Source: an optimization exercise on an open RTL-to-GDS flow (aim: small area). Production flows keep margins and buffers that such runs may drop. Function was checked by simulation only, so behaviour that the tests miss may differ from the original. Power and IR drop assume default switching activity.

==> run.sh <==
#!/bin/bash
# synth_recipe.tcl (not shown) runs the flow's synth.tcl, then flattens the netlist and writes it again
# the make line also repeats each setting of config.mk as NAME=value (left out here)
make -C /OpenROAD-flow-scripts/flow DESIGN_CONFIG=/design/flow/config.mk WORK_HOME=/design/flow/orfs CLKGATE_MAP_FILE= SYNTH_SCRIPT=/design/flow/synth_recipe.tcl finish
==> config.mk <==
export PLATFORM = sky130hd
export DESIGN_NAME = mvm_uart_system
export DESIGN_NICKNAME = mvm_uart_system
export VERILOG_FILES = /design/flow/design.v
export SDC_FILE = /design/flow/constraint.sdc
export NUM_CORES = 4
export LEC_CHECK = 0
export CAP_MARGIN = 20
export CORE_MARGIN = 2
export CORE_UTILIZATION = 40
export SLEW_MARGIN = 20
==> constraint.sdc <==
create_clock -name core_clock -period 10.0 [get_ports {clk}]
set_input_delay 2.0000 -clock core_clock [delete_from_list [all_inputs] [get_ports {clk}]]
set_output_delay 2.0000 -clock core_clock [all_outputs]
set_load 0.01 [all_outputs]
==> design.v <==
module uart_tx #(
    parameter CLOCKS_PER_PULSE = 4,
             BITS_PER_WORD    = 8,
             W_OUT            = 256,
             STOP_BITS        = 1,
    localparam NUM_WORDS   = (W_OUT + BITS_PER_WORD - 1) / BITS_PER_WORD,
    localparam TOTAL_BITS  = BITS_PER_WORD + 1 + STOP_BITS
)(
    input  logic clk,    
    input  logic rstn,   
    input  logic s_valid,
    input  logic [W_OUT-1:0] s_data,
    output logic s_ready,
    output logic tx
);
    typedef enum logic [2:0] {
        IDLE,
        LOAD,
        START,
        DATA,
        STOP,
        WAIT
    } state_t;
    state_t state;
    logic [$clog2(CLOCKS_PER_PULSE)-1:0] clock_counter;
    logic [$clog2(BITS_PER_WORD)-1:0] bit_counter;
    logic [$clog2(NUM_WORDS)-1:0] word_counter;
    logic [W_OUT-1:0] tx_data;
    logic [BITS_PER_WORD-1:0] current_byte;
    logic [31:0] total_bytes_sent;
    always_ff @(posedge clk or negedge rstn) begin
        if (!rstn) begin
            state <= IDLE;
            clock_counter <= '0;
            bit_counter <= '0;
            word_counter <= '0;
            tx_data <= '0;
            current_byte <= '0;
            tx <= 1'b1;
            s_ready <= 1'b1;
            total_bytes_sent <= '0;
        end else begin
            case (state)
                IDLE: begin
                    tx <= 1'b1;
                    s_ready <= 1'b1;
                    if (s_valid) begin
                        state <= LOAD;
                        tx_data <= s_data;
                        word_counter <= '0;
                        s_ready <= 1'b0;
                    end
                end
                LOAD: begin
                    current_byte <= tx_data[word_counter*BITS_PER_WORD +: BITS_PER_WORD];
                    state <= START;
                    clock_counter <= '0;
                end
                START: begin
                    tx <= 1'b0;
                    if (clock_counter == CLOCKS_PER_PULSE - 1) begin
                        state <= DATA;
                        clock_counter <= '0;
                        bit_counter <= '0;
                    end else begin
                        clock_counter <= clock_counter + 1;
                    end
                end
                DATA: begin
                    tx <= current_byte[bit_counter];
                    if (clock_counter == CLOCKS_PER_PULSE - 1) begin
                        clock_counter <= '0;
                        if (bit_counter == BITS_PER_WORD - 1) begin
                            state <= STOP;
                        end else begin
                            bit_counter <= bit_counter + 1;
                        end
                    end else begin
                        clock_counter <= clock_counter + 1;
                    end
                end
                STOP: begin
                    tx <= 1'b1;
                    if (clock_counter == CLOCKS_PER_PULSE - 1) begin
                        clock_counter <= '0;
                        total_bytes_sent <= total_bytes_sent + 1;
                        if (word_counter == NUM_WORDS - 1) begin
                            state <= WAIT;
                        end else begin
                            word_counter <= word_counter + 1;
                            state <= LOAD;
                        end
                    end else begin
                        clock_counter <= clock_counter + 1;
                    end
                end
                WAIT: begin
                    tx <= 1'b1;
                    if (clock_counter == CLOCKS_PER_PULSE - 1) begin
                        state <= IDLE;
                        s_ready <= 1'b1;
                    end else begin
                        clock_counter <= clock_counter + 1;
                    end
                end
            endcase
        end
    end
endmodule
module uart_rx #(
    parameter CLOCKS_PER_PULSE = 4,
             BITS_PER_WORD    = 8,
             W_OUT            = 24,
    localparam NUM_WORDS      = (W_OUT + BITS_PER_WORD - 1) / BITS_PER_WORD,
    localparam SAMPLE_POINT   = CLOCKS_PER_PULSE/2
)(
    input  logic clk,
    input  logic rstn,
    input  logic rx,
    output logic m_valid,
    output logic [W_OUT-1:0] m_data
);
    typedef enum logic [2:0] {
        IDLE,
        START,
        DATA,
        STOP,
        ACCUMULATE
    } state_t;
    state_t state;
    logic [$clog2(CLOCKS_PER_PULSE)-1:0] clock_counter;
    logic [$clog2(BITS_PER_WORD)-1:0] bit_counter;
    logic [$clog2(NUM_WORDS)-1:0] word_counter;
    logic [BITS_PER_WORD-1:0] shift_reg;
    logic [W_OUT-1:0] data_accumulator;
    logic rx_meta, rx_sync;
    always_ff @(posedge clk) begin
        {rx_sync, rx_meta} <= {rx_meta, rx};
    end
    always_ff @(posedge clk or negedge rstn) begin
        if (!rstn) begin
            state <= IDLE;
            clock_counter <= '0;
            bit_counter <= '0;
            word_counter <= '0;
            shift_reg <= '0;
            data_accumulator <= '0;
            m_valid <= 1'b0;
            m_data <= '0;
        end else begin
            m_valid <= 1'b0;
            case (state)
                IDLE: begin
                    if (!rx_sync) begin
                        state <= START;
                        clock_counter <= '0;
                        if (word_counter == '0)
                            data_accumulator <= '0;
                    end
                end
                START: begin
                    if (clock_counter == SAMPLE_POINT) begin
                        if (!rx_sync) begin
                            state <= DATA;
                            clock_counter <= '0;
                            bit_counter <= '0;
                        end else
                            state <= IDLE;
                    end else
                        clock_counter <= clock_counter + 1;
                end
                DATA: begin
                    if (clock_counter == SAMPLE_POINT) begin
                        shift_reg <= {rx_sync, shift_reg[BITS_PER_WORD-1:1]};
                        bit_counter <= bit_counter + 1;
                        if (bit_counter == BITS_PER_WORD-1)
                            state <= STOP;
                    end
                    if (clock_counter == CLOCKS_PER_PULSE-1)
                        clock_counter <= '0;
                    else
                        clock_counter <= clock_counter + 1;
                end
                STOP: begin
                    if (clock_counter == SAMPLE_POINT) begin
                        if (rx_sync) begin
                            state <= ACCUMULATE;
                            clock_counter <= '0;
                        end else
                            state <= IDLE;   
                    end else
                        clock_counter <= clock_counter + 1;
                end
                ACCUMULATE: begin
                    data_accumulator[(word_counter*BITS_PER_WORD) +: BITS_PER_WORD] <= shift_reg;
                    word_counter <= word_counter + 1;
                    if (word_counter == NUM_WORDS-1) begin
                        state <= IDLE;
                        word_counter <= '0;
                        m_valid <= 1'b1;
                        m_data <= {shift_reg, data_accumulator[W_OUT-BITS_PER_WORD-1:0]};
                    end else
                        state <= IDLE;
                end
            endcase
        end
    end
endmodule
module skid_buffer #(
    parameter int WIDTH = 8
) (
    input  logic              clk,
    input  logic              rst_n,
    input  logic              s_valid,
    output logic              s_ready,
    input  logic [WIDTH-1:0]  s_data,
    output logic              m_valid,
    input  logic              m_ready,
    output logic [WIDTH-1:0]  m_data
);
    logic [WIDTH-1:0] pipe_data;
    logic             pipe_valid;
    logic [WIDTH-1:0] skid_data;
    logic             skid_valid;
    wire pipe_stall = m_valid && !m_ready;
    wire pipe_transfer = m_valid && m_ready;
    wire input_transfer = s_valid && s_ready;
    assign s_ready = !skid_valid;
    always_ff @(posedge clk or negedge rst_n) begin
        if (!rst_n) begin
            pipe_data <= '0;
            skid_data <= '0;
        end else begin
            if (input_transfer) begin
                pipe_data <= s_data;
            end
            if (input_transfer && pipe_stall) begin
                skid_data <= s_data;
            end
        end
    end
    always_ff @(posedge clk or negedge rst_n) begin
        if (!rst_n) begin
            pipe_valid <= 1'b0;
            skid_valid <= 1'b0;
        end else begin
            if (pipe_transfer) begin
                pipe_valid <= skid_valid ? 1'b1 : input_transfer;
            end else if (!pipe_stall) begin
                pipe_valid <= input_transfer;
            end
            if (pipe_transfer) begin
                skid_valid <= 1'b0;
            end else if (input_transfer && pipe_stall) begin
                skid_valid <= 1'b1;
            end
        end
    end
    assign m_valid = pipe_valid;
    assign m_data = pipe_data;
endmodule
module matvec_mul #(
    parameter R=8, C=8, W_X=8, W_K=8,
    localparam DEPTH = $clog2(C),
               W_M = W_X + W_K,
               W_Y = W_M + DEPTH
  )(  
    input  logic clk, cen,
    input  logic signed [R-1:0][C-1:0][W_K-1:0] k,
    input  logic signed        [C-1:0][W_X-1:0] x, 
    output logic signed        [R-1:0][W_Y-1:0] y
  );
  localparam C_PAD = 2**$clog2(C);
  logic signed [W_Y-1:0] tree [R][DEPTH+1][C_PAD];  
  logic signed [C_PAD-1:0][W_X-1:0] x_pad;
  logic signed [R-1:0][C_PAD-1:0][W_K-1:0] k_pad;      
  always_comb begin
    x_pad = '0;
    k_pad = '0;
    for (int i = 0; i < C; i++) begin
      x_pad[i] = x[i];
    end
    for (int i = 0; i < R; i++) begin
      for (int j = 0; j < C; j++) begin
        k_pad[i][j] = k[i][j];
      end
    end
  end
  genvar r, c, d, a;
  for (r=0; r<R; r=r+1) begin
    for (c=0; c<C_PAD; c=c+1)
      always_ff @(posedge clk)   
        if (cen) tree[r][0][c] <= $signed(k_pad[r][c]) * $signed(x_pad[c]);
    for (d=0; d<DEPTH; d=d+1)
      for (a=0; a<C_PAD/2**(d+1); a=a+1)
        always_ff @(posedge clk)   
          if (cen) tree[r][d+1][a] <= tree[r][d][2*a] + tree[r][d][2*a+1];
    assign y[r] = tree[r][DEPTH][0];
  end
endmodule
module axis_matvec_mul #(
    parameter R=8, C=8, W_X=8, W_K=8,
    localparam W_Y = W_X + W_K + $clog2(C)
)(
    input  logic clk, rstn,
    output logic s_axis_kx_tready,
    input  logic s_axis_kx_tvalid,
    input  logic [R*C*W_K + C*W_X -1:0] s_axis_kx_tdata,
    input  logic m_axis_y_tready,
    output logic m_axis_y_tvalid,
    output logic [R*W_Y-1:0] m_axis_y_tdata
);
    typedef enum logic [2:0] {
        IDLE,
        LOAD_DATA,
        COMPUTING,
        RESULT_READY
    } state_t;
    state_t state, next_state;
    logic [R-1:0][C-1:0][W_K-1:0] k_reg;
    logic [C-1:0][W_X-1:0] x_reg;
    logic [R*W_Y-1:0] y_reg;
    logic computing;
    logic [$clog2(C+2)-1:0] compute_counter;
    always_ff @(posedge clk or negedge rstn) begin
        if (!rstn) begin
            state <= IDLE;
        end else begin
            state <= next_state;
        end
    end
    matvec_mul #(
        .R(R), .C(C), .W_X(W_X), .W_K(W_K)
    ) MATVEC (
        .clk(clk),
        .cen(computing),
        .k(k_reg),
        .x(x_reg),
        .y(y_reg)
    );
    always_comb begin
        next_state = state;
        case (state)
            IDLE: 
                if (s_axis_kx_tvalid && s_axis_kx_tready)
                    next_state = LOAD_DATA;
            LOAD_DATA:
                next_state = COMPUTING;
            COMPUTING: 
                if (compute_counter == C+1)
                    next_state = RESULT_READY;
            RESULT_READY:
                if (m_axis_y_tready)
                    next_state = IDLE;
        endcase
    end
    always_ff @(posedge clk or negedge rstn) begin
        if (!rstn) begin
            k_reg <= '0;
            x_reg <= '0;
            computing <= 1'b0;
            compute_counter <= '0;
            m_axis_y_tvalid <= 1'b0;
            m_axis_y_tdata <= '0;
        end else begin
            case (state)
                IDLE: begin
                    compute_counter <= '0;
                    computing <= 1'b0;
                    if (s_axis_kx_tvalid && s_axis_kx_tready) begin
                        for (int r = 0; r < R; r++) begin
                            for (int c = 0; c < C; c++) begin
                                k_reg[r][c] <= s_axis_kx_tdata[(r*C + c)*W_K +: W_K];
                            end
                        end
                        for (int c = 0; c < C; c++) begin
                            x_reg[c] <= s_axis_kx_tdata[R*C*W_K + c*W_X +: W_X];
                        end
                    end
                end
                LOAD_DATA: begin
                    computing <= 1'b1;
                end
                COMPUTING: begin
                    compute_counter <= compute_counter + 1;
                    if (compute_counter == C+1) begin
                        m_axis_y_tdata <= y_reg;
                        m_axis_y_tvalid <= 1'b1;
                        computing <= 1'b0;
                    end
                end
                RESULT_READY: begin
                    if (m_axis_y_tready) begin
                        m_axis_y_tvalid <= 1'b0;
                    end
                end
            endcase
        end
    end
    assign s_axis_kx_tready = (state == IDLE);
endmodule
module mvm_uart_system #(
    parameter int CLOCKS_PER_PULSE = 16,
    parameter int BITS_PER_WORD    = 8,
    parameter int R       = 8,
    parameter int C       = 8,
    parameter int W_X     = 4,
    parameter int W_K     = 3,
    parameter int W_Y_OUT = 32,
    localparam int W_Y      = W_X + W_K + $clog2(C),
    localparam int W_BUS_KX = R*C*W_K + C*W_X,
    localparam int W_BUS_Y  = R*W_Y_OUT
)(
    input  logic clk,
    input  logic rstn,
    input  logic rx,
    output logic tx
);
    logic                  rx_valid, rx_ready;
    logic [W_BUS_KX-1:0]  rx_data;
    logic                  skid_valid, skid_ready;
    logic [W_BUS_KX-1:0]  skid_data;
    logic                  mvm_valid, mvm_ready;
    logic [R*W_Y-1:0]     mvm_data;
    logic                  tx_valid;
    logic                  tx_ready;
    logic [R*W_Y_OUT-1:0] tx_data;
    enum logic [2:0] {
        IDLE,
        RECEIVING,
        PROCESSING,
        TRANSMITTING,
        COMPLETE
    } state;
    always_ff @(posedge clk or negedge rstn) begin
        if (!rstn) begin
            state <= IDLE;
        end else begin
            case (state)
                IDLE: if (rx_valid) state <= RECEIVING;
                RECEIVING: if (skid_valid) state <= PROCESSING;
                PROCESSING: if (mvm_valid) state <= TRANSMITTING;
                TRANSMITTING: if (tx_ready && !tx_valid) state <= COMPLETE;
                COMPLETE: state <= IDLE;
            endcase
        end
    end
    uart_rx #(
        .CLOCKS_PER_PULSE (CLOCKS_PER_PULSE),
        .BITS_PER_WORD    (BITS_PER_WORD),
        .W_OUT            (W_BUS_KX)
    ) UART_RX (
        .clk     (clk),
        .rstn    (rstn),
        .rx      (rx),
        .m_valid (rx_valid),
        .m_data  (rx_data)
    );
    skid_buffer #(
        .WIDTH (W_BUS_KX)
    ) UART_TO_MVM_SKID (
        .clk     (clk),
        .rst_n    (rstn),
        .s_valid (rx_valid),
        .s_ready (rx_ready),
        .s_data  (rx_data),
        .m_valid (skid_valid),
        .m_ready (skid_ready),
        .m_data  (skid_data)
    );
    axis_matvec_mul #(
        .R   (R),
        .C   (C),
        .W_X (W_X),
        .W_K (W_K)
    ) AXIS_MVM (
        .clk                (clk),
        .rstn               (rstn),
        .s_axis_kx_tready   (skid_ready),
        .s_axis_kx_tvalid   (skid_valid),
        .s_axis_kx_tdata    (skid_data),
        .m_axis_y_tready    (tx_ready),
        .m_axis_y_tvalid    (mvm_valid),
        .m_axis_y_tdata     (mvm_data)
    );
    genvar r;
    generate
        for (r = 0; r < R; r++) begin : g_output_conversion
            logic [W_Y-1:0] y_up;
            assign y_up = mvm_data[W_Y*(r+1)-1 : W_Y*r];
            assign tx_data[W_Y_OUT*(r+1)-1 : W_Y_OUT*r] = $signed(y_up);
        end
    endgenerate
    uart_tx #(
        .CLOCKS_PER_PULSE (CLOCKS_PER_PULSE),
        .BITS_PER_WORD    (BITS_PER_WORD),
        .W_OUT            (W_BUS_Y)
    ) UART_TX (
        .clk     (clk),
        .rstn    (rstn),
        .s_ready (tx_ready),
        .s_valid (mvm_valid),
        .s_data  (tx_data),
        .tx      (tx)
    );
endmodule
==> reports/results.tsv, run 1 <==
stage	metric	value	unit
status	run status	complete, no violations	
detailed_routing	drt pass-1 iters	6	
clocking	TritonCTS Sinks	2117	
detailed_routing	drt total wl	269	mm
flow_run	total of max-cap violations	0	
finish	Biggest register	AXIS_MVM.MATVEC.tree	
die	die height	539	um
finish	FF+latch area	58000	um2
die	Die W	539	um
grt	initial antenna violation count	20	
die	Core Footprint	285000	um2
clocking	clock slew at reported path FFs	0.06	ns
timing	Slew HR	21.6	%
setup_path	Setup CP Type	flip-flop to flip-flop	
clocking	CTS max path bufs	4	
clocking	clock root buffer master	clkbuf_16	
detailed_routing	DRC violations left	0	
finish	synthesis-to-finish area growth	10.6	%
finish	biggest regs	AXIS_MVM.MATVEC.tree x1008, UART_RX.m_data x224, UART_TO_MVM_SKID.pipe_data x224	
place	RePlAce Congestion	0.863	
synthesis	Mapped Cells	9560	
timing	crit path time final	4.36	ns
synthesis	Area contributors post-synth	edfxtp_1, dfrtp_1, ha_1	
min_path	worst hold path class	flip-flop to flip-flop	
place	Post-DP HPWL	196	mm
setup_path	Critical Path Sink	UART_RX.data_accumulator[125]$_DFFE_PN0P_	
synthesis	cell taking the most area after synthesis	edfxtp_1	
pwr	Peak VDD IR	0.135	mV
clocking	setup bufs post-CTS	0	
finish	Multi-input gate area	52300	um2
clocking	clk latency of the worst-skew pair	0.89	ns
die	initial cell density of the core	40.2	%
synthesis	number of synthesis warnings	7	
setup_path	reg-to-reg startpoint	UART_RX.word_counter[0]$_DFFE_PN0P_	
synthesis	Yosys reg bits	2117	
finish	final std cells w/o fill	13600	
timing	Fin Hold WS	0.347	ns
setup_path	Worst R2R End	UART_RX.data_accumulator[125]$_DFFE_PN0P_	
pwr	pwr/cell area	143	nW/um2
finish	max reg flops	1008	
clocking	TritonCTS clock tree	done	
timing	endpoints failing hold	0	
clocking	Num CTS Buffers	231	
timing	RSZ-0062 raised after global routing	no	
grt	global-route usage over all layers	18.4	%
detailed_routing	Vias/cell	5.14	
synthesis	Syn Nets	10900	
synthesis	Post-synth EDFFs	1008	
setup_path	Setup crit start	UART_RX.word_counter[0]$_DFFE_PN0P_	
die	# rows	196	
grt	first-pass GRT wire length	415	mm
finish	cell area after layout	126000	um2
place	PortBufs	3	
grt	pin count of the biggest net entering global routing	198	
timing	setup TNS	0	ns
finish	Fill cells	25700	
grt	vias in the first global route	69900	
timing	Setup-failing EPs final	0	
die	Die ar.	290000	um2
detailed_routing	initial detailed-routing violation count	5121	
synthesis	Post-synth top flop	dfrtp_1	
setup_path	Arr. time, crit path	5.11	ns
finish	share of cells above drive strength 1	12.0	%
setup_path	element type at the critical path start	flip-flop	
finish	Post-layout nets	10900	
min_path	Worst Hold Depth	0	
place	placed insts	13100	
clocking	cts hold-fix bufs	0	
clocking	H-tree levels	4	
synthesis	sequential-to-total area share from yosys stat	50.7	%
clocking	cts repair resizes	0	
synthesis	area share of the largest cell type after synthesis	26.5	%
pwr	leak pwr	0.0573	uW
setup_path	worst-path fanout max	62	
timing	final worst path period share	43.6	%
detailed_routing	via count	69700	
die	I/O pins	4	
setup_path	Worst Setup End Kind	flip-flop	
setup_path	CP required	10.75	ns
synthesis	top-count cell post-synth	nand2_1	
timing	Max Transition Viols Final	0	
synthesis	asr flop ratio synth	52.3	%
grt	GRT overflow	0	
detailed_routing	Antenna Nets Post-Route	0	
synthesis	Mapped Area	114000	um2
synthesis	Netlist cell types	87	
synthesis	Avg Inst Size Synth	12.0	um2
detailed_routing	DR WL/cell	19.8	um
synthesis	top post-synthesis cells by count	nand2_1, dfrtp_1, edfxtp_1	
setup_path	Worst Reg2Reg Path Length in Cells	10	
place	Placed Instance Area	119000	um2
timing	Max Clk Rate	230	MHz
timing	Slew @ Worst Pin	1.18	ns
setup_path	Worst R2R Setup Slack	5.64	ns
finish	Final Util	44.4	%
timing	Final Skew	0.0835	ns
[layout by cell type (no fill, tap or decap), types with 238 or more instances in the layout]
| cell | count |
|---|---|
| dfrtp_1 | 1096 |
| clkbuf_16 | 238 |
| o21ai_0 | 314 |
| ha_1 | 972 |
| and2_1 | 253 |
| xnor2_1 | 410 |
| a21oi_1 | 372 |
| inv_1 | 811 |
| edfxtp_1 | 1008 |
| nand2_1 | 1309 |
| mux2_2 | 637 |
| fa_1 | 376 |
| nor2_1 | 245 |
[cell type report]
type,instances,area share (%)
inverter,812,2.41
sequential,2117,45.9
multi-input combinational,6354,41.3
clock buffer,309,5.14
antenna,14,0.0277
timing repair buffer,78,0.586
clock inverter,112,0.931
tap,3762,3.72
[worst min path at each step]
stage | from | to | slack [ns]
after CTS | UART_RX.rx_meta$_DFF_P_ | UART_RX.rx_sync$_DFF_P_ | 0.35
after global placement | UART_RX.rx_meta$_DFF_P_ | UART_RX.rx_sync$_DFF_P_ | 0.31
after global routing | UART_RX.rx_meta$_DFF_P_ | UART_RX.rx_sync$_DFF_P_ | 0.36
after floorplan | UART_RX.rx_meta$_DFF_P_ | UART_RX.rx_sync$_DFF_P_ | 0.31
after detailed placement | UART_RX.rx_meta$_DFF_P_ | UART_RX.rx_sync$_DFF_P_ | 0.33
final | UART_RX.rx_meta$_DFF_P_ | UART_RX.rx_sync$_DFF_P_ | 0.35
[report_power, final]
part	total, uW	switching, uW	internal, uW
combinational	333	264	68.7
clock	8590	3530	5050
sequential	9140	55.3	9080
[logic make-up (layout without fill, tap and decap cells)]
group                      count (synthesis)  after routing  share of synthesized area, %
other                                      0             14                             0
adders and majority gates               1348           1348                          17.2
DFF                                     2117           2117                          50.7
muxes                                    657            657                          6.50
and+or+nand+nor                         2417           2417                          9.91
AOI/OAI and AO/OA                       1406           1406                          7.97
xor gates and xnor gates                 526            526                          4.04
buffers and inverters                   1089           1311                          3.64
[worst max-delay path: stages (launching register included)]
cell and delay, ns:
dfrtp_1 0.49, inv_1 0.28, ha_1 0.35, nor3b_1 0.33, ha_1 0.26, nor2b_1 0.25, o21a_1 0.51, nand2_4 0.50
buf_4 0.54, o31a_1 0.35, a22o_1 0.30
[metrics by stage]
| step | setup slack (ns) | power, uW |
|---|---|---|
| after CTS | 5.60 | 18300 |
| after global routing | 5.40 | 18700 |
| after floorplan | 2.17 | 9470 |
| after detailed placement | 5.65 | 9650 |
| final | 5.64 | 18100 |
| after global placement | 5.77 | 9640 |
[layer usage]
metal	GRT usage, %	part of all wire (%)
met1	26.6	47
met2	29.2	45
met3	1.98	4.2
met4	5.69	3.0
met5	0	0.0048
==> run 2: changes to the inputs <==
==> design.v (replaced) <==
module mvm_uart_system (
    input  logic clk,
    input  logic rstn,
    input  logic rx,
    output logic tx
);
    localparam logic [1:0] M_RX = 2'd0, M_CMP = 2'd1, M_TX = 2'd2;
    logic [1:0] mode;
    logic [3:0] ph;      
    logic [7:0] cnt;     
    logic [1:0] bj;      
    logic [2:0] c;       
    logic [2:0] r;       
    logic       xp;      
    wire rx_mode  = (mode == M_RX);
    wire cmp_mode = (mode == M_CMP);
    wire tx_mode  = (mode == M_TX);
    wire cnt_zero = (cnt == 8'd0);
    wire [3:0] bitn = cnt[7:4];
    wire go = rx_mode  ? ~rx :
              cmp_mode ? (ph == {r[0], 3'b000}) :
                         (ph == 4'd0);
    wire last = rx_mode  ? (cnt == 8'd143) :
                cmp_mode ? (cnt == 8'd39) :
                           (cnt == 8'd159);
    wire rx_data = rx_mode & (bitn != 4'd0);
    wire rx_adv  = rx_data & (cnt[3:0] == 4'd15);
    wire wbase   = rx_data & (ph[2:0] == c);
    always_ff @(posedge clk or negedge rstn) begin
        if (!rstn) begin
            ph <= '0;
        end else begin
            ph <= ph + 4'd1;
        end
    end
    always_ff @(posedge clk or negedge rstn) begin
        if (!rstn) begin
            mode <= M_RX;
            cnt  <= '0;
            bj   <= '0;
            c    <= '0;
            r    <= '0;
            xp   <= 1'b0;
        end else begin
            if ((cnt_zero & ~go) | last)
                cnt <= '0;
            else
                cnt <= cnt + 8'd1;
            if (rx_adv) begin
                if (!xp) begin
                    if (bj == 2'd2) begin
                        bj <= '0;
                        c  <= c + 3'd1;
                        if (c == 3'd7) begin
                            r <= r + 3'd1;
                            if (r == 3'd7) xp <= 1'b1;
                        end
                    end else begin
                        bj <= bj + 2'd1;
                    end
                end else begin
                    bj <= bj + 2'd1;
                    if (bj == 2'd3) begin
                        c <= c + 3'd1;
                        if (c == 3'd7) begin
                            xp   <= 1'b0;
                            mode <= M_CMP;
                        end
                    end
                end
            end
            if (cmp_mode & last)
                mode <= M_TX;
            if (tx_mode & last) begin
                bj <= bj + 2'd1;
                if (bj == 2'd3) begin
                    r    <= r + 3'd1;
                    mode <= (r == 3'd7) ? M_RX : M_CMP;
                end
            end
        end
    end
    logic [15:0] kl [12];
    logic [7:0]  xl [4];
    logic [11:0] ktail;
    logic [3:0]  xc;
    genvar g;
    for (g = 0; g < 12; g++) begin : g_kloop
        wire we = wbase & ~xp & (ph[3] == r[0]) &
                  (r[2:1] == 2'(g / 3)) & (bj == 2'(g % 3));
        always_ff @(posedge clk)
            kl[g] <= {kl[g][14:0], we ? rx : kl[g][15]};
        assign ktail[g] = kl[g][15];
    end
    for (g = 0; g < 4; g++) begin : g_xloop
        wire we = wbase & xp & (bj == 2'(g));
        always_ff @(posedge clk)
            xl[g] <= {xl[g][6:0], we ? rx : xl[g][7]};
        assign xc[g] = xl[g][7];
    end
    logic [9:0] R;
    wire k      = ktail[{r[2:1], 2'b00} - {2'b00, r[2:1]} + {2'b00, cnt[5:4]}];
    wire acc    = cmp_mode & ~cnt[3] & k;
    wire neg    = cnt[5];
    wire [3:0] op  = acc ? (xc ^ {4{neg}}) : 4'd0;
    wire       cin = acc & neg;
    wire [7:0] cin_v = cmp_mode & cnt_zero ? 8'd0 : R[9:2];
    wire [7:0] sum   = cin_v + {{4{op[3]}}, op} + {7'd0, cin};
    wire shift = (cmp_mode & ((cnt == 8'd8) | (cnt == 8'd24))) |
                 (tx_mode & (cnt[3:0] == 4'd15) & (bitn != 4'd0) & (bitn != 4'd9));
    always_ff @(posedge clk) begin
        if (shift)
            R <= {R[9], R[9:1]};
        else
            R <= {sum, R[1:0]};
    end
    always_comb begin
        if (!tx_mode)
            tx = 1'b1;
        else if (bitn == 4'd0)
            tx = cnt_zero & ~go;
        else if (bitn == 4'd9)
            tx = 1'b1;
        else
            tx = R[0];
    end
endmodule
--- a/config.mk
+++ b/config.mk
@@ -9,3 +9,6 @@
 export CORE_MARGIN = 2
 export CORE_UTILIZATION = 40
+export CTS_BUF_LIST = sky130_fd_sc_hd__clkbuf_8
+export CTS_CLUSTER_DIAMETER = 60
+export CTS_CLUSTER_SIZE = 20
 export SLEW_MARGIN = 20
==> run 2 against run 1 <==
Compared with the run above:
- still clean on timing, DRC and antenna
- power is 91% lower
- final cell count fell by 95%
- global-route usage decreased by 7.2 points
- non-clock buffer count fell by 75
- core utilization decreased by 0.30 points
- register-to-register slack got worse by 0.11 ns
- sequential power fell by 88%
- clock skew is 0.060 ns lower
- design area shrank 94%
- worst hold slack worse by 0.036 ns
- fmax down 11%
- clock power shrank 95%
- largest cell class unchanged
- largest power group unchanged
==> reports/results.tsv, run 2 <==
stage	metric	value	unit	change
die	Die ar.	19000	um2	was 290000 um2
timing	Setup-failing EPs final	0		unchanged
setup_path	Worst Reg2Reg Path Length in Cells	14		was 10
place	placed insts	717		was 13100
clocking	cts repair resizes	0		unchanged
timing	Slew HR	58.9	%	was 21.6%
synthesis	mux contribution to synthesized area	5.94	%	was 6.50%
timing	RSZ-0062 raised after global routing	no		unchanged
timing	endpoints failing hold	0		unchanged
synthesis	top-count cell post-synth	dfxtp_1		was nand2_1
setup_path	Setup CP Type	flip-flop to output port		was flip-flop to flip-flop
detailed_routing	initial detailed-routing violation count	220		was 5121
detailed_routing	DRC violations left	0		unchanged
grt	initial antenna violation count	0		was 20
die	die height	138	um	was 539 um
finish	most common cell after layout, fill and taps aside	dfxtp_1		was nand2_1
die	# rows	48		was 196
status	run status	complete, no violations		unchanged
grt	vias in the first global route	3417		was 69900
grt	GRT overflow	0		unchanged
synthesis	Avg Inst Size Synth	14.3	um2	was 12.0 um2
synthesis	Netlist cell types	51		was 87
grt	first-pass GRT wire length	16.6	mm	was 415 mm
synthesis	Syn Nets	527		was 10900
detailed_routing	drt pass-1 iters	4		was 6
synthesis	Area contributors post-synth	dfxtp_1, dfrtp_1, mux2_2		was edfxtp_1, dfrtp_1, ha_1
timing	Max Transition Viols Final	0		unchanged
grt	pin count of the biggest net entering global routing	24		was 198
detailed_routing	via count	3325		was 69700
synthesis	sequential-to-total area share from yosys stat	73.9	%	was 50.7%
finish	Biggest register	kl		was AXIS_MVM.MATVEC.tree
detailed_routing	Antenna Nets Post-Route	0		unchanged
clocking	H-tree levels	1		was 4
clocking	cts hold-fix bufs	0		unchanged
setup_path	Top delay family on crit path	simple AND/OR/NAND/NOR gates		was compound AO/OA/AOI/OAI gates
setup_path	worst-path fanout max	14		was 62
flow_run	total of max-cap violations	0		unchanged
synthesis	Post-synth top flop	dfxtp_1		was dfrtp_1
timing	Max Clk Rate	204	MHz	was 230 MHz
pwr	pwr/cell area	218	nW/um2	was 143 nW/um2
finish	share of cells above drive strength 1	12.0	%	about the same
setup_path	element type at the critical path start	flip-flop		unchanged
setup_path	reg-to-reg startpoint	r[2]$_DFF_PN0_		was UART_RX.word_counter[0]$_DFFE_PN0P_
setup_path	Buf+Inv Stages, Crit Path	1		was 2
setup_path	Arr. time, crit path	2.91	ns	was 5.11 ns
synthesis	number of synthesis warnings	3		was 7
timing	Final WS setup	5.09	ns	was 5.64 ns
timing	Final Skew	0.0236	ns	was 0.0835 ns
min_path	hold_sp	xl[1][2]$_DFF_P_		was UART_RX.rx_meta$_DFF_P_
synthesis	Synth Area in Compound Gates	3.57	%	was 7.97%
detailed_routing	DR WL/cell	13.3	um	was 19.8 um
place	Post-DP HPWL	6.59	mm	was 196 mm
synthesis	Post-Synth XOR/XNOR Area	3.29	%	was 4.04%
synthesis	area share of the largest cell type after synthesis	64.6	%	was 26.5%
timing	Slew @ Worst Pin	0.617	ns	was 1.18 ns
setup_path	Setup crit start	cnt[5]$_DFF_PN0_		was UART_RX.word_counter[0]$_DFFE_PN0P_
setup_path	crit path max-delay cell type	or4_4		was buf_4
timing	final worst path period share	49.1	%	was 43.6%
synthesis	Yosys reg bits	257		was 2117
finish	max reg flops	192		was 1008
detailed_routing	Vias/cell	4.49		was 5.14
synthesis	largest family of logic cells by synthesized area	simple AND/OR/NAND/NOR gates		was adder cells
finish	commonest cells after routing, fill and taps aside	dfxtp_1, mux2_2, nor2_1, dfrtp_1, ha_1		was nand2_1, dfrtp_1, edfxtp_1, ha_1, inv_1
synthesis	Mapped Cells	500		was 9560
synthesis	Synth Area in Adders	4.51	%	was 17.2%
min_path	worst hold path class	flip-flop to flip-flop		unchanged
min_path	worst hold endpoint	xl[1][3]$_DFF_P_		was UART_RX.rx_sync$_DFF_P_
place	RePlAce Congestion	0.798		was 0.863
setup_path	Worst Setup End Kind	output port		was flip-flop
pwr	Total Power	1670	uW	was 18100 uW
synthesis	simple-gate share of the synthesized area	7.13	%	was 9.91%
clocking	Num CTS Buffers	17		was 231
place	DP Worst Slack	5.57	ns	was 5.65 ns
finish	cell area after layout	7680	um2	was 126000 um2
finish	synthesis-to-finish area growth	7.38	%	was 10.6%
synthesis	Post-synth EDFFs	3		was 1008
timing	crit path time final	4.91	ns	was 4.36 ns
clocking	clock slew at reported path FFs	0.12	ns	was 0.06 ns
setup_path	CP required	8.00	ns	was 10.75 ns
synthesis	Mapped Area	7160	um2	was 114000 um2
setup_path	Worst R2R Setup Slack	5.53	ns	was 5.64 ns
setup_path	Worst R2R End	R[8]$_DFF_P_		was UART_RX.data_accumulator[125]$_DFFE_PN0P_
setup_path	sequence of cells on the critical path	or4_4, or3_1, o211ai_1, clkdlybuf4s50_1		was inv_1, ha_1, nor3b_1, ha_1, nor2b_1, o21a_1, nand2_4, buf_4, o31a_1, a22o_1
detailed_routing	drt total wl	9.85	mm	was 269 mm
finish	final std cells w/o fill	741		was 13600
synthesis	asr flop ratio synth	8.95	%	was 52.3%
min_path	Worst Hold Depth	0		unchanged
setup_path	largest stage delay on the critical path	0.64	ns	was 0.54 ns
timing	setup TNS	0	ns	unchanged
die	Core Footprint	17400	um2	was 285000 um2
finish	Post-layout nets	538		was 10900
pwr	leak pwr	0.00321	uW	was 0.0573 uW
clocking	TritonCTS clock tree	done		unchanged
clocking	clock root buffer master	clkbuf_8		was clkbuf_16
synthesis	cell taking the most area after synthesis	dfxtp_1		was edfxtp_1
clocking	TritonCTS Sinks	257		was 2117
place	PortBufs	3		unchanged
clocking	setup bufs post-CTS	0		unchanged
place	Placed Instance Area	7410	um2	was 119000 um2
die	initial cell density of the core	41.1	%	was 40.2%
clocking	clk latency of the worst-skew pair	0.51	ns	was 0.89 ns
pwr	Peak VDD IR	0.132	mV	was 0.135 mV
clocking	CTS max path bufs	3		was 4
die	Die W	138	um	was 539 um
synthesis	top post-synthesis cells by count	dfxtp_1, mux2_2, nor2_1		was nand2_1, dfrtp_1, edfxtp_1
finish	biggest regs	kl x192, xl x32, R x10		was AXIS_MVM.MATVEC.tree x1008, UART_RX.m_data x224, UART_TO_MVM_SKID.pipe_data x224
die	I/O pins	4		unchanged
grt	global-route usage over all layers	11.3	%	was 18.4%
finish	antenna cells	0		was 14
-- run 2: metal layers --
layer	vias up	routed length (um)	track usage (%)
met3	18	315	2.35
met2	35	4150	17.4
met4	0	237	3.68
met1	1601	5140	15.9
li1	1671	-	-
met5	-	0	0
-- run 2: area by class of cell --
class,count,area [um2]
fill,1564,9730
tap,225,282
clock inverter,7,45.0
timing repair buffer,3,25.0
sequential,257,5290
clock buffer,17,234
inverter,16,60.1
multi-input combinational,216,1750
-- run 2: worst reg2reg max path, stage by stage (launching register included) --
cell	delay [ns]
dfrtp_1	0.63
inv_1	0.15
fa_1	0.67
mux4_2	0.53
mux2i_1	0.15
o32ai_1	0.11
nand2_1	0.14
nor2_1	0.09
fa_1	0.47
fa_1	0.42
a21o_1	0.18
a21oi_1	0.26
or4b_2	0.19
o2111ai_1	0.09
mux2_2	0.28
-- run 2: power breakdown --
part           total (uW)  switching, uW  internal, uW
Sequential           1080           35.0          1050
Clock                 461            297           164
Combinational         130           70.6          59.2
-- run 2: how the worst max path moves through the flow --
stage	end	depth (start not counted)	slack, ns
6_report	tx	4	5.09
4_1_cts	tx	4	5.05
3_5_place_dp	R[8]$_DFF_P_	14	5.57
3_3_place_gp	tx	4	5.69
5_1_grt	tx	4	4.92
2_1_floorplan	R[8]$_DFF_P_	15	5.83
-- run 2: cells by family after synthesis --
logic type               after synthesis
AO/OA/AOI/OAI                         36
AND/OR/NAND/NOR                       95
multiplexers                          35
buffers and inverters                 27
XOR/XNOR                              26
flip-flops                           257
adder cells (fa/ha/maj)               24
-- run 2: stage by stage --
| step | utilization (%) | hold WS, ns |
|---|---|---|
| 5_1_grt | 44.1 | 0.313 |
| 3_5_place_dp | 42.6 | 0.312 |
| 4_1_cts | 44.2 | 0.311 |
| 2_1_floorplan | - | 0.310 |
| 3_3_place_gp | 42.6 | 0.310 |
| 6_report | 44.1 | 0.312 |
==> run 3: changes to the inputs <==
--- a/config.mk
+++ b/config.mk
@@ -9,6 +9,6 @@
 export CORE_MARGIN = 2
 export CORE_UTILIZATION = 40
-export CTS_BUF_LIST = sky130_fd_sc_hd__clkbuf_8
-export CTS_CLUSTER_DIAMETER = 60
-export CTS_CLUSTER_SIZE = 20
+export CTS_BUF_LIST = sky130_fd_sc_hd__clkbuf_16
+export CTS_CLUSTER_DIAMETER = 80
+export CTS_CLUSTER_SIZE = 30
 export SLEW_MARGIN = 20
==> run 3 against run 2 <==
Compared with the run above:
- still clean on timing, DRC and antenna
- design area up 1.4%
- clock skew down 0.010 ns
- sequential cell count unchanged
- clock-buffer cell count down 4
- power up 5.3%
- register-to-register slack better by 0.02 ns
- largest cell class unchanged
==> reports/results.tsv, run 3 <==
stage	metric	value	unit	change
timing	setup TNS	0	ns	unchanged
synthesis	Synth Area in Adders	4.51	%	unchanged
grt	vias in the first global route	3351		was 3417
pwr	leak pwr	0.00324	uW	was 0.00321 uW
timing	Setup-failing EPs final	0		unchanged
place	RePlAce Congestion	0.798		unchanged
grt	pin count of the biggest net entering global routing	31		was 24
finish	most common cell after layout, fill and taps aside	dfxtp_1		unchanged
place	placed insts	717		unchanged
die	Die ar.	19000	um2	unchanged
synthesis	Area contributors post-synth	dfxtp_1, dfrtp_1, mux2_2		unchanged
die	initial cell density of the core	41.1	%	unchanged
detailed_routing	DR WL/cell	13.1	um	was 13.3 um
grt	first-pass GRT wire length	16.3	mm	was 16.6 mm
detailed_routing	Vias/cell	4.50		was 4.49
setup_path	CP required	8.00	ns	about the same
synthesis	Post-Synth XOR/XNOR Area	3.29	%	unchanged
synthesis	Mapped Cells	500		unchanged
finish	biggest regs	kl x192, xl x32, R x10		unchanged
finish	Biggest register	kl		unchanged
finish	final std cells w/o fill	735		was 741
synthesis	asr flop ratio synth	8.95	%	unchanged
detailed_routing	Antenna Nets Post-Route	0		unchanged
setup_path	reg-to-reg startpoint	r[2]$_DFF_PN0_		unchanged
setup_path	Setup crit start	cnt[5]$_DFF_PN0_		unchanged
clocking	setup bufs post-CTS	0		unchanged
synthesis	number of synthesis warnings	3		unchanged
finish	antenna cells	0		unchanged
synthesis	sequential-to-total area share from yosys stat	73.9	%	unchanged
synthesis	cell taking the most area after synthesis	dfxtp_1		unchanged
place	DP Worst Slack	5.57	ns	unchanged
grt	initial antenna violation count	0		unchanged
timing	Slew HR	58.8	%	was 58.9%
flow_run	total of max-cap violations	0		unchanged
die	Die W	138	um	unchanged
synthesis	Yosys reg bits	257		unchanged
setup_path	Worst Setup End Kind	output port		unchanged
synthesis	largest family of logic cells by synthesized area	simple AND/OR/NAND/NOR gates		unchanged
setup_path	element type at the critical path start	flip-flop		unchanged
synthesis	mux contribution to synthesized area	5.94	%	unchanged
setup_path	worst-path fanout max	14		unchanged
pwr	pwr/cell area	226	nW/um2	was 218 nW/um2
status	run status	complete, no violations		unchanged
setup_path	Arr. time, crit path	2.84	ns	was 2.91 ns
synthesis	Netlist cell types	51		unchanged
grt	global-route usage over all layers	11.1	%	was 11.3%
synthesis	Syn Nets	527		unchanged
synthesis	area share of the largest cell type after synthesis	64.6	%	unchanged
min_path	Worst Hold Depth	0		unchanged
timing	final worst path period share	48.4	%	was 49.1%
setup_path	Worst Reg2Reg Path Length in Cells	14		unchanged
min_path	hold_sp	kl[10][11]$_DFF_P_		was xl[1][2]$_DFF_P_
timing	Fin Hold WS	0.326	ns	was 0.312 ns
timing	Max Transition Viols Final	0		unchanged
detailed_routing	drt pass-1 iters	6		was 4
detailed_routing	via count	3306		was 3325
timing	Final WS setup	5.16	ns	was 5.09 ns
finish	Post-layout nets	534		was 538
synthesis	Avg Inst Size Synth	14.3	um2	unchanged
timing	endpoints failing hold	0		unchanged
synthesis	simple-gate share of the synthesized area	7.13	%	unchanged
finish	commonest cells after routing, fill and taps aside	dfxtp_1, mux2_2, nor2_1, dfrtp_1, ha_1		unchanged
timing	RSZ-0062 raised after global routing	no		unchanged
timing	Max Clk Rate	207	MHz	was 204 MHz
synthesis	Synth Area in Compound Gates	3.57	%	unchanged
clocking	CTS max path bufs	3		unchanged
timing	Final Skew	0.0132	ns	was 0.0236 ns
timing	crit path time final	4.84	ns	was 4.91 ns
clocking	H-tree levels	1		unchanged
place	PortBufs	3		unchanged
clocking	TritonCTS clock tree	done		unchanged
detailed_routing	initial detailed-routing violation count	338		was 220
clocking	Num CTS Buffers	13		was 17
clocking	clock root buffer master	clkbuf_16		was clkbuf_8
detailed_routing	DRC violations left	0		unchanged
clocking	clock slew at reported path FFs	0.10	ns	was 0.12 ns
die	I/O pins	4		unchanged
synthesis	Mapped Area	7160	um2	unchanged
grt	GRT overflow	0		unchanged
die	# rows	48		unchanged
pwr	Peak VDD IR	0.159	mV	was 0.132 mV
detailed_routing	drt total wl	9.66	mm	was 9.85 mm
timing	Slew @ Worst Pin	0.617	ns	about the same
finish	Fill cells	1549		was 1564
clocking	cts hold-fix bufs	0		unchanged
synthesis	top post-synthesis cells by count	dfxtp_1, mux2_2, nor2_1		unchanged
clocking	clk latency of the worst-skew pair	0.47	ns	was 0.51 ns
synthesis	Post-synth top flop	dfxtp_1		unchanged
synthesis	top-count cell post-synth	dfxtp_1		unchanged
min_path	worst hold path class	flip-flop to flip-flop		unchanged
setup_path	Setup CP Type	flip-flop to output port		unchanged
clocking	TritonCTS Sinks	257		unchanged
finish	synthesis-to-finish area growth	8.85	%	was 7.38%
die	Core Footprint	17400	um2	unchanged
clocking	cts repair resizes	0		unchanged
synthesis	Post-synth EDFFs	3		unchanged
finish	share of cells above drive strength 1	11.2	%	was 12.0%
place	Post-DP HPWL	6.59	mm	unchanged
die	die height	138	um	unchanged
finish	max reg flops	192		unchanged
[run 3: cell counts after synthesis]
No cell type changed its count.
[run 3: power by group]
group	internal (uW)	switching, uW
Combinational	59.2	70.6
Sequential	1050	34.7
Clock	247	304
Total	1350	409
[run 3: logic make-up after synthesis]
family	Yosys count
flip-flops	257
AND/OR/NAND/NOR	95
AO/OA/AOI/OAI	36
multiplexers	35
buffers and inverters	27
XOR/XNOR	26
adder cells (fa/ha/maj)	24
[run 3: worst max-delay path, stage by stage, from the launching register on]
cell             delay (ns)
dfrtp_1                0.59
or4_4                  0.64
or3_1                  0.39
o211ai_1               0.20
clkdlybuf4s50_1        0.56
[run 3: area by class of cell]
type | instances | area (um2) | area share [%]
clock buffer | 13 | 325 | 4.18
clock inverter | 5 | 58.8 | 0.755
inverter | 16 | 60.1 | 0.771
multi-input combinational | 216 | 1750 | 22.5
sequential | 257 | 5290 | 67.9
tap | 225 | 282 | 3.61
timing repair buffer | 3 | 25.0 | 0.321
[run 3: final timing paths]
check | end | slack (ns)
max in group asynchronous | mode[0]$_DFF_PN0_ | 8.12
min in group asynchronous | cnt[0]$_DFF_PN0_ | 1.51
setup reg to reg | R[8]$_DFF_P_ | 5.55
hold reg to reg | kl[10][12]$_DFF_P_ | 0.33
hold / removal | kl[10][12]$_DFF_P_ | 0.33
setup / recovery | tx | 5.16
[run 3: stage by stage]
step                util (%)  cell area (um2)  total power (uW)
floorplan                  -             7160              1200
global placement        42.6             7410              1230
detailed placement      42.6             7410              1240
CTS                     44.8             7790              1790
global route            44.7             7790              1850
finish                  44.7             7790              1760
[run 3: layer usage]
layer / global-route usage [%] / part of all wire [%]
met5: 0 / 0
met4: 3.06 / 2.4
met3: 2.24 / 3.1
met2: 17.5 / 43
met1: 15.5 / 51
==> run 4: changes to the inputs <==
--- a/config.mk
+++ b/config.mk
@@ -9,6 +9,3 @@
 export CORE_MARGIN = 2
 export CORE_UTILIZATION = 40
-export CTS_BUF_LIST = sky130_fd_sc_hd__clkbuf_16
-export CTS_CLUSTER_DIAMETER = 80
-export CTS_CLUSTER_SIZE = 30
 export SLEW_MARGIN = 20
==> run 4 against run 3 <==
Compared with the run above:
- clock power rose by 67%
- core utilization is 2.5 points higher
- critical path depth stayed put
- highest routed layer unchanged
==> reports/results.tsv, run 4 <==
stage	metric	value	unit	change
min_path	worst hold endpoint	kl[8][14]$_DFF_P_		was kl[10][12]$_DFF_P_
synthesis	Synth Area in Compound Gates	3.57	%	unchanged
place	DP Worst Slack	5.57	ns	unchanged
synthesis	Synth Area in Adders	4.51	%	unchanged
finish	biggest regs	kl x192, xl x32, R x10		unchanged
timing	Max Transition Viols Final	0		unchanged
die	Die ar.	19000	um2	unchanged
clocking	clock slew at reported path FFs	0.06	ns	was 0.10 ns
die	Core Footprint	17400	um2	unchanged
finish	commonest cells after routing, fill and taps aside	dfxtp_1, mux2_2, nor2_1, clkbuf_16, dfrtp_1		was dfxtp_1, mux2_2, nor2_1, dfrtp_1, ha_1
setup_path	element type at the critical path start	flip-flop		unchanged
setup_path	Setup CP Type	flip-flop to output port		unchanged
synthesis	number of synthesis warnings	3		unchanged
grt	GRT overflow	0		unchanged
clocking	cts repair resizes	0		unchanged
grt	first-pass GRT wire length	17.1	mm	was 16.3 mm
detailed_routing	initial detailed-routing violation count	227		was 338
place	PortBufs	3		unchanged
synthesis	Avg Inst Size Synth	14.3	um2	unchanged
synthesis	area share of the largest cell type after synthesis	64.6	%	unchanged
setup_path	Worst Reg2Reg Path Length in Cells	14		unchanged
synthesis	Post-synth top flop	dfxtp_1		unchanged
grt	initial antenna violation count	0		unchanged
timing	Fin Hold WS	0.317	ns	was 0.326 ns
pwr	leak pwr	0.00346	uW	was 0.00324 uW
clocking	CTS max path bufs	3		unchanged
grt	global-route usage over all layers	11.6	%	was 11.1%
timing	RSZ-0062 raised after global routing	no		unchanged
synthesis	Post-Synth XOR/XNOR Area	3.29	%	unchanged
timing	setup TNS	0	ns	unchanged
synthesis	sequential-to-total area share from yosys stat	73.9	%	unchanged
min_path	hold_sp	kl[8][13]$_DFF_P_		was kl[10][11]$_DFF_P_
detailed_routing	Antenna Nets Post-Route	0		unchanged
synthesis	Netlist cell types	51		unchanged
clocking	setup bufs post-CTS	0		unchanged
die	I/O pins	4		unchanged
min_path	Worst Hold Depth	0		unchanged
finish	most common cell after layout, fill and taps aside	dfxtp_1		unchanged
finish	synthesis-to-finish area growth	15.0	%	was 8.85%
finish	FF+latch area	5290	um2	unchanged
flow_run	total of max-cap violations	0		unchanged
clocking	H-tree levels	1		unchanged
synthesis	largest family of logic cells by synthesized area	simple AND/OR/NAND/NOR gates		unchanged
grt	pin count of the biggest net entering global routing	24		was 31
detailed_routing	DR WL/cell	13.3	um	was 13.1 um
synthesis	Syn Nets	527		unchanged
place	Post-DP HPWL	6.59	mm	unchanged
setup_path	Worst R2R Setup Slack	5.55	ns	about the same
synthesis	Post-synth EDFFs	3		unchanged
synthesis	Area contributors post-synth	dfxtp_1, dfrtp_1, mux2_2		unchanged
synthesis	Mapped Cells	500		unchanged
clocking	clock root buffer master	clkbuf_16		unchanged
synthesis	Mapped Area	7160	um2	unchanged
synthesis	top-count cell post-synth	dfxtp_1		unchanged
grt	vias in the first global route	3530		was 3351
timing	Slew HR	58.3	%	was 58.8%
die	die height	138	um	unchanged
status	run status	complete, no violations		unchanged
setup_path	Worst R2R End	R[8]$_DFF_P_		unchanged
synthesis	asr flop ratio synth	8.95	%	unchanged
detailed_routing	Vias/cell	4.46		was 4.50
finish	antenna cells	0		unchanged
finish	Multi-input gate area	1750	um2	unchanged
timing	Final WS setup	5.12	ns	was 5.16 ns
detailed_routing	via count	3406		was 3306
finish	Final Util	47.3	%	was 44.7%
finish	share of cells above drive strength 1	15.4	%	was 11.2%
min_path	worst hold path class	flip-flop to flip-flop		unchanged
pwr	Peak VDD IR	0.138	mV	was 0.159 mV
finish	Post-layout nets	546		was 534
timing	final worst path period share	48.8	%	was 48.4%
timing	Slew @ Worst Pin	0.625	ns	was 0.617 ns
clocking	Num CTS Buffers	25		was 13
setup_path	CP required	8.00	ns	about the same
die	initial cell density of the core	41.1	%	unchanged
synthesis	simple-gate share of the synthesized area	7.13	%	unchanged
pwr	Total Power	2130	uW	was 1760 uW
place	RePlAce Congestion	0.798		unchanged
setup_path	Worst Setup End Kind	output port		unchanged
setup_path	reg-to-reg startpoint	r[2]$_DFF_PN0_		unchanged
die	# rows	48		unchanged
timing	Max Clk Rate	205	MHz	was 207 MHz
synthesis	top post-synthesis cells by count	dfxtp_1, mux2_2, nor2_1		unchanged
clocking	TritonCTS Sinks	257		unchanged
synthesis	cell taking the most area after synthesis	dfxtp_1		unchanged
detailed_routing	DRC violations left	0		unchanged
timing	crit path time final	4.88	ns	was 4.84 ns
detailed_routing	drt total wl	10.1	mm	was 9.66 mm
clocking	cts hold-fix bufs	0		unchanged
pwr	pwr/cell area	259	nW/um2	was 226 nW/um2
setup_path	worst-path fanout max	14		unchanged
setup_path	Arr. time, crit path	2.88	ns	was 2.84 ns
detailed_routing	drt pass-1 iters	4		was 6
timing	Setup-failing EPs final	0		unchanged
synthesis	mux contribution to synthesized area	5.94	%	unchanged
detailed_routing	Top Metal Used	met4		unchanged
clocking	TritonCTS clock tree	done		unchanged
detailed_routing	Routed met2 length	4.27	mm	was 4.15 mm
finish	Biggest register	kl		unchanged
detailed_routing	met1 WL	5.23	mm	was 4.97 mm
timing	Final Skew	0.00933	ns	was 0.0132 ns
die	Die W	138	um	unchanged
synthesis	Yosys reg bits	257		unchanged
detailed_routing	met3 routed wirelength	356	um	was 301 um
finish	max reg flops	192		unchanged
finish	Fill cells	1517		was 1549
timing	endpoints failing hold	0		unchanged
clocking	clk latency of the worst-skew pair	0.50	ns	was 0.47 ns
## run 4: cell count changes in the layout (fill, tap and decap cells not counted), sizes merged
| cell | previous run | this run |
|---|---|---|
| clkbuf | 13 | 33 |
| bufinv | 0 | 2 |
| clkinv | 4 | 6 |
| clkinvlp | 0 | 1 |
| inv | 17 | 20 |
## run 4: cell type report
type	instances	area share, %
repair buffers	3	0.304
clock buffers	33	8.45
flip-flops and latches	257	64.3
inverters	16	0.729
well taps	225	3.42
multi-input cells	216	21.2
clock inverters	13	1.60
## run 4: worst max-delay path, stage by stage, from the launching register on
cell             delay, ns
dfrtp_1               0.58
or4_4                 0.64
or3_1                 0.39
o211ai_1              0.20
clkdlybuf4s50_1       0.56
## run 4: through the flow
stage	instances	area (um2)
final	763	8230
after global placement	717	7410
after detailed placement	717	7410
after floorplan	500	7160
after CTS	763	8240
after global routing	763	8230
## run 4: logic make-up after synthesis
group / count (synthesis)
buffers and inverters: 27
AND/OR/NAND/NOR: 95
multiplexers: 35
XOR/XNOR: 26
adder cells (fa/ha/maj): 24
AO/OA/AOI/OAI: 36
flip-flops: 257
## run 4: per-layer routing
layer | up-vias | GRT usage (%)
met5 | - | 0
met4 | 0 | 3.97
met3 | 21 | 2.72
met2 | 46 | 18.1
met1 | 1630 | 15.8
li1 | 1709 | -
## run 4: how the worst max path moves through the flow
stage | from | endpoint | slack, ns | cells past startpoint
CTS | cnt[5]$_DFF_PN0_ | tx | 5.10 | 4
global route | cnt[5]$_DFF_PN0_ | tx | 4.96 | 4
global placement | cnt[5]$_DFF_PN0_ | tx | 5.69 | 4
floorplan | r[2]$_DFF_PN0_ | R[8]$_DFF_P_ | 5.83 | 15
finish | cnt[5]$_DFF_PN0_ | tx | 5.12 | 4
detailed placement | r[2]$_DFF_PN0_ | R[8]$_DFF_P_ | 5.57 | 14
## run 4: where the power goes
group | switching, uW | internal [uW]
Sequential | 34.8 | 1050
Combinational | 71.2 | 59.3
Clock | 373 | 545
Total | 479 | 1650
==> run 5: changes to the inputs <==
--- a/config.mk
+++ b/config.mk
@@ -8,4 +8,7 @@
 export CAP_MARGIN = 20
 export CORE_MARGIN = 2
-export CORE_UTILIZATION = 40
+export CORE_UTILIZATION = 65
+export CTS_BUF_LIST = sky130_fd_sc_hd__clkbuf_4
+export CTS_CLUSTER_DIAMETER = 40
+export CTS_CLUSTER_SIZE = 10
 export SLEW_MARGIN = 20
==> run 5 against run 4 <==
Compared with the run above:
- sequential power barely moved
- clock-buffer cell count is 6 higher
- non-clock buffer count stayed put
- via count increased by 0.41%
- highest routed layer unchanged
- routed wire length shrank 0.43%
- worst hold slack better by 0.0090 ns
- combinational power hardly changed
- critical path type unchanged
- final cell count decreased by 11%
- still clean on timing, DRC and antenna
- largest power group unchanged
- clock power down 44%
==> reports/results.tsv, run 5 <==
stage	metric	value	unit	change
status	run status	complete, no violations		unchanged
synthesis	number of synthesis warnings	3		unchanged
setup_path	Arr. time, crit path	2.98	ns	was 2.88 ns
timing	Max Transition Viols Final	0		unchanged
synthesis	top-count cell post-synth	dfxtp_1		unchanged
clocking	clk latency of the worst-skew pair	0.57	ns	was 0.50 ns
timing	Slew HR	60.3	%	was 58.3%
synthesis	Mapped Cells	500		unchanged
setup_path	CP required	8.00	ns	about the same
synthesis	area share of the largest cell type after synthesis	64.6	%	unchanged
setup_path	element type at the critical path start	flip-flop		unchanged
detailed_routing	Vias/cell	5.04		was 4.46
synthesis	Syn Nets	527		unchanged
clocking	TritonCTS Sinks	257		unchanged
clocking	TritonCTS clock tree	done		unchanged
pwr	Peak VDD IR	0.195	mV	was 0.138 mV
place	RePlAce Congestion	0.752		was 0.798
finish	synthesis-to-finish area growth	6.96	%	was 15.0%
finish	most common cell after layout, fill and taps aside	dfxtp_1		unchanged
die	die height	109	um	was 138 um
synthesis	Area contributors post-synth	dfxtp_1, dfrtp_1, mux2_2		unchanged
finish	antenna cells	0		unchanged
place	DP Worst Slack	5.58	ns	was 5.57 ns
detailed_routing	Antenna Nets Post-Route	0		unchanged
timing	endpoints failing hold	0		unchanged
setup_path	worst-path fanout max	14		unchanged
detailed_routing	via count	3420		was 3406
setup_path	Setup CP Type	flip-flop to output port		unchanged
detailed_routing	drt pass-1 iters	4		unchanged
clocking	cts repair resizes	0		unchanged
finish	Post-layout nets	555		was 546
die	Die W	109	um	was 138 um
place	PortBufs	3		unchanged
detailed_routing	drt total wl	10.1	mm	about the same
synthesis	Post-synth top flop	dfxtp_1		unchanged
synthesis	sequential-to-total area share from yosys stat	73.9	%	unchanged
die	Die ar.	11900	um2	was 19000 um2
die	I/O pins	4		unchanged
pwr	leak pwr	0.00326	uW	was 0.00346 uW
pwr	Comb pwr share	7.3	%	was 6.1%
clocking	H-tree levels	2		was 1
timing	Slew @ Worst Pin	0.593	ns	was 0.625 ns
flow_run	total of max-cap violations	0		unchanged
die	# rows	38		was 48
synthesis	asr flop ratio synth	8.95	%	unchanged
timing	RSZ-0062 raised after global routing	no		unchanged
grt	pin count of the biggest net entering global routing	24		unchanged
pwr	clock share of power	29.9	%	was 43.1%
grt	GRT overflow	0		unchanged
grt	global-route usage over all layers	18.3	%	was 11.6%
clocking	clock root buffer master	clkbuf_4		was clkbuf_16
finish	share of cells above drive strength 1	15.8	%	was 15.4%
detailed_routing	DR WL/cell	14.8	um	was 13.3 um
grt	initial antenna violation count	0		unchanged
synthesis	Post-synth EDFFs	3		unchanged
pwr	Sw Ratio	23.7	%	was 22.5%
timing	Final WS setup	5.02	ns	was 5.12 ns
timing	Final Skew	0.0173	ns	was 0.00933 ns
finish	Fill cells	734		was 1517
clocking	cts hold-fix bufs	0		unchanged
pwr	cell internal pwr	1320	uW	was 1650 uW
synthesis	Netlist cell types	51		unchanged
clocking	clock slew at reported path FFs	0.09	ns	was 0.06 ns
synthesis	top post-synthesis cells by count	dfxtp_1, mux2_2, nor2_1		unchanged
pwr	Flop pwr share	62.8	%	was 50.8%
clocking	setup bufs post-CTS	0		unchanged
timing	Max Clk Rate	201	MHz	was 205 MHz
pwr	NetSw	409	uW	was 479 uW
grt	first-pass GRT wire length	16.7	mm	was 17.1 mm
finish	FF+latch area	5290	um2	unchanged
timing	crit path time final	4.98	ns	was 4.88 ns
finish	biggest regs	kl x192, xl x32, R x10		unchanged
min_path	worst hold path class	flip-flop to flip-flop		unchanged
timing	final worst path period share	49.8	%	was 48.8%
clocking	CTS max path bufs	3		unchanged
detailed_routing	DRC violations left	0		unchanged
timing	Setup-failing EPs final	0		unchanged
finish	commonest cells after routing, fill and taps aside	dfxtp_1, clkbuf_4, mux2_2, nor2_1, dfrtp_1		was dfxtp_1, mux2_2, nor2_1, clkbuf_16, dfrtp_1
die	initial cell density of the core	66.3	%	was 41.1%
die	Core Footprint	10800	um2	was 17400 um2
place	Post-DP HPWL	6.54	mm	was 6.59 mm
finish	Multi-input gate area	1750	um2	unchanged
synthesis	Yosys reg bits	257		unchanged
clocking	Num CTS Buffers	34		was 25
finish	Biggest register	kl		unchanged
pwr	pwr/cell area	225	nW/um2	was 259 nW/um2
synthesis	Mapped Area	7160	um2	unchanged
detailed_routing	initial detailed-routing violation count	115		was 227
finish	max reg flops	192		unchanged
grt	vias in the first global route	3551		was 3530
timing	setup TNS	0	ns	unchanged
synthesis	cell taking the most area after synthesis	dfxtp_1		unchanged
setup_path	Worst Setup End Kind	output port		unchanged
synthesis	Avg Inst Size Synth	14.3	um2	unchanged
## run 5: worst max-delay path: stages (launching register included)
cell and delay [ns]:
dfrtp_1 0.59, or4_4 0.64, or3_1 0.41, o211ai_1 0.21
clkdlybuf4s50_1 0.56
## run 5: power by group through the flow
stage	combinational (uW)	clock [uW]	sequential, uW
floorplan	118	0	1090
global placement	122	0	1100
detailed placement	128	0	1110
CTS	128	539	1080
global route	145	577	1090
finish	127	516	1080
## run 5: routing by layer
metal	vias to the layer above	part of all wire, %	track usage [%]
met5	-	0	0
met1	1640	49	24.7
met3	13	3.6	4.54
met2	43	46	28.2
li1	1724	-	-
met4	0	1.7	7.88
## run 5: per-stage QoR
step	hold WS [ns]	instances	power, uW	util (%)	area (um2)
after floorplan	0.310	500	1200	-	7160
after global placement	0.310	632	1230	67.7	7300
after detailed placement	0.312	632	1230	67.7	7300
after CTS	0.318	679	1750	71.0	7660
after global routing	0.325	679	1810	70.9	7650
final	0.326	679	1730	70.9	7650
## run 5: cell type report
class / count / share of cell area, %
clock buffers: 39 / 3.82
clock inverters: 8 / 0.817
inverters: 16 / 0.785
multi-input cells: 216 / 22.9
flip-flops and latches: 257 / 69.1
well taps: 140 / 2.29
repair buffers: 3 / 0.327
## run 5: kinds of logic (layout without fill, tap and decap cells)
logic type	after synthesis	after routing	share of synthesized area, %
AOI/OAI and AO/OA	36	36	3.57
xor gates and xnor gates	26	26	3.29
adders and majority gates	24	24	4.51
buffers and inverters	27	66	1.64
DFF	257	257	73.9
muxes	35	35	5.94
and+or+nand+nor	95	95	7.13
## run 5: path summary, 6_finish.rpt
check	cells past startpoint	start	end	slack, ns
worst max-delay path	4	cnt[5]$_DFF_PN0_	tx	5.02
max in group asynchronous	1	rstn	ph[1]$_DFF_PN0_	8.23
worst min-delay path	0	kl[10][14]$_DFF_P_	kl[10][15]$_DFF_P_	0.33
worst min register to register	0	kl[10][14]$_DFF_P_	kl[10][15]$_DFF_P_	0.33
min in group asynchronous	1	rstn	cnt[2]$_DFF_PN0_	1.40
worst max register to register	14	r[2]$_DFF_PN0_	R[8]$_DFF_P_	5.58

[separate check: timing with driven ports]
The flow's constraints put no driver on any port. The routed layouts listed below were extracted and timed again, unchanged, in two steps. Step 1 assumes that a clkbuf_16 drives the clock port and a buf_2 every other input. Step 2 adds t to the input delays and takes it off the output delays; t is the mean of the earliest and latest rising clock arrival at the registers after step 1. Input paths then give back, and output paths get back, about the clock's delay inside the block. a / b / c = ideal ports / drivers / drivers and shift; a / b = the first two.
run | t (ns) | setup slack, ns | hold WS [ns]
run 1 | 0.956 | 5.644 / 5.644 / 5.644 | 0.347 / 0.347 / 0.347
run 2 | 0.539 | 5.094 / 5.058 / 5.531 | 0.312 / 0.312 / 0.312
run 3 | 0.497 | 5.162 / 5.123 / 5.554 | 0.326 / 0.326 / 0.326
run 4 | 0.540 | 5.123 / 5.083 / 5.549 | 0.317 / 0.317 / 0.317
run 5 | 0.591 | 5.020 / 4.987 / 5.578 | 0.326 / 0.326 / 0.326
After both steps setup and hold are still met in every run listed.
